Source: an optimization exercise on an open RTL-to-GDS flow (aim: small area, a short achievable clock period and few clock cycles per item). Production flows keep margins and buffers that such runs may drop. Function was checked by simulation only, so behaviour that the tests miss may differ from the original. Power is estimated from default activity; no workload was simulated.

## try-pepper
## DT
module DT(
	input			clk,
	input			reset,
	output	reg		done,
	output	reg		sti_rd,
	output		[9:0]	sti_addr,
	input		[15:0]	sti_di,
	output	reg		res_wr,
	output	reg		res_rd,
	output	reg	[13:0]	res_addr,
	output		[7:0]	res_do,
	input		[7:0]	res_di,
	output	reg		fw_finish
	);
function lt6;
	input [5:0] x, y;
	reg [5:0] gt, lt;
	integer i;
	begin
		lt6 = 1'b0;
		for (i = 0; i < 6; i = i + 1)
			lt6 = (~x[i] & y[i]) | (~(x[i] & ~y[i]) & lt6);
	end
endfunction
function [6:0] add7;
	input [6:0] x, y;
	reg [6:0] g, p, c;
	reg t;
	integer i, j, m;
	begin
		g = x & y;
		p = x ^ y;
		for (i = 0; i < 7; i = i + 1) begin
			c[i] = 1'b0;
			for (j = 0; j < i; j = j + 1) begin
				t = g[j];
				for (m = j + 1; m < i; m = m + 1)
					t = t & p[m];
				c[i] = c[i] | t;
			end
		end
		add7 = p ^ c;
	end
endfunction
function [9:0] inc10;
	input [9:0] x;
	reg t;
	integer i, m;
	begin
		for (i = 0; i < 10; i = i + 1) begin
			t = 1'b1;
			for (m = 0; m < i; m = m + 1)
				t = t & x[m];
			inc10[i] = x[i] ^ t;
		end
	end
endfunction
function [5:0] min6;
	input [5:0] x, y;
	min6 = lt6(x, y) ? x : y;
endfunction
function [3:0] lsb16;
	input [15:0] v;
	integer i;
	begin
		lsb16 = 4'd0;
		for (i = 15; i >= 0; i = i - 1)
			if (v[i]) lsb16 = i[3:0];
	end
endfunction
reg s_init, s_fdec, s_fra, s_frb, s_fw, s_fend;
reg s_bfind, s_bgo, s_bru, s_brv, s_bf, s_bl, s_bwn;
reg [5:0] do_r;		 
reg [5:0] a, b;		 
reg [9:0] wcnt;		 
reg [3:0] k;		 
reg xr;			 
reg fobj;		 
reg wv;			 
reg adj;		 
reg nc;			 
assign res_do = {2'b00, do_r};
assign sti_addr = wcnt ^ {10{fw_finish}};
wire [5:0] di = res_di[5:0];
wire [3:0] kn = k + (fw_finish ? 4'd1 : 4'd15);
wire xn = sti_di[kn];		 
wire [15:0] masked = sti_di & (16'hFFFF << k);
  ...
Size in the first run: about 740 cells after synthesis, ~69 flip-flops.
Settings: LEC_CHECK=0, ABC_AREA=1, CAP_MARGIN=20, CORE_MARGIN=2, CORE_UTILIZATION=55, PLACE_DENSITY=0.7, SETUP_SLACK_MARGIN=2.45, SLEW_MARGIN=20; clock period 5.0 ns.
standard.sh (not shown) runs the stock make flow with config.mk's settings and CLKGATE_MAP_FILE= SYNTH_SCRIPT=/design/flow/synth_recipe.tcl, a recipe that flattens the netlist after the stock synthesis.
==> flow/flow/run.sh <==
#!/bin/bash
# Standard layout, with plain buffers (instead of delay cells) on the ports.
set -o pipefail
bash standard.sh "BUFFER_PORTS_ARGS=-buffer_cell sky130_fd_sc_hd__buf_1" finish > flow.log 2>&1
Testbench counts of try-pepper, summed over its fixed seeds: cycles 1,042,110, images 32.
### try-pepper -> try-garnet
Settings: SETUP_SLACK_MARGIN: 2.45 -> 2.35.
## What came out
- try-garnet was carried through to the last stage, and its layout satisfied the timing, design-rule and antenna checks.
- Total I/O pin count: try-garnet vs try-pepper identical
- Comparing try-pepper against try-garnet, there is no change at all in register area share after synthesis.
- Any difference in global router's overall resource usage between try-garnet and try-pepper is small enough to ignore.
- Measured against each other, try-pepper and try-garnet differ in wire length of the first global-routing pass, the lower figure coming from try-garnet.
- When the final numbers for try-pepper and try-garnet were put side by side, the final design area excluding fillers turned out to be greater in try-pepper.
- Sort try-pepper and try-garnet by core utilization desc -> top: try-pepper
- try-garnet vs. try-pepper: sequential share of layout area +1.1 points, largest net degree at the start of global routing -14.
- Across both runs, setup slack was lower for try-garnet than for try-pepper.
## Diff of input files: try-lagoon against try-garnet
Settings: putting CTS_BUF_LIST at sky130_fd_sc_hd__clkbuf_4 sky130_fd_sc_hd__clkbuf_8 where nothing was set; swapping 2.35 for 2.4 in SETUP_SLACK_MARGIN.
==> notes.md <==
Aggregate routed wire length, try-garnet and try-lagoon: higher on try-lagoon
In terms of clock-net power, try-garnet and try-lagoon differ only marginally.
The total leakage power number comes out higher for try-lagoon vs try-garnet.
Compared to try-garnet, try-lagoon has worst hold slack 12 ps higher.
try-garnet -> try-lagoon: count of vias placed by the detailed router decreased slightly
Comparing try-lagoon with try-garnet, the number of global-route vias before repair came out essentially unchanged.
Between try-garnet and try-lagoon, the met3 routed wirelength does not differ in any meaningful way.
The setup slack of try-lagoon is larger than that of try-garnet.
Comparing try-garnet and try-lagoon, area growth from synthesis to layout is lower on try-garnet.
The inputs of try-ember differ from those of try-lagoon as listed below.
Settings: CTS_BUF_LIST no longer set, was sky130_fd_sc_hd__clkbuf_4 sky130_fd_sc_hd__clkbuf_8.
==> comparison <==
On total power, try-ember tracks try-lagoon almost exactly. try-lagoon and try-ember ended up with nearly the same maximum frequency. From try-lagoon to try-ember the numbers moved as follows: average routed wire per standard cell did not really move, synthesized instance count ~0 delta, share of the core filled with cells has remained practically unchanged.

-- what the ideal ports hide --
In the flow no input, the clock included, has a driving cell. The finished layouts below were timed again as built, in two steps.
Step 1: set_driving_cell puts a clkbuf_16 on clk and a buf_2 on each other input, an assumption about the parent block.
Step 2 moves the port delays by t, midway between the first and last clock arrival at a register: inputs arrive t later, outputs are due t later. That takes back most of the time a late clock gives input paths.
a / b / c = ideal / step 1 / step 2; a / b = the first two.
| run | t, ns | setup slack, ns | worst hold slack (ns) | worst register clock-pin slew, ns |
|---|---|---|---|---|
| try-pepper | 0.382 | 2.519 / 2.526 / 2.145 | 0.442 / 0.442 / 0.442 | 0.08 / 0.08 |
| try-garnet | 0.389 | 2.461 / 2.470 / 2.082 | 0.424 / 0.424 / 0.424 | 0.09 / 0.09 |
| try-lagoon | 0.389 | 2.507 / 2.515 / 2.126 | 0.436 / 0.436 / 0.436 | 0.09 / 0.09 |
| try-ember | 0.389 | 2.507 / 2.513 / 2.124 | 0.436 / 0.436 / 0.436 | 0.09 / 0.09 |
After both steps every run listed still meets setup and hold. For try-ember, which loses most, drivers alone change the setup slack by +0.006 ns; drivers and shift together by -0.383 ns.
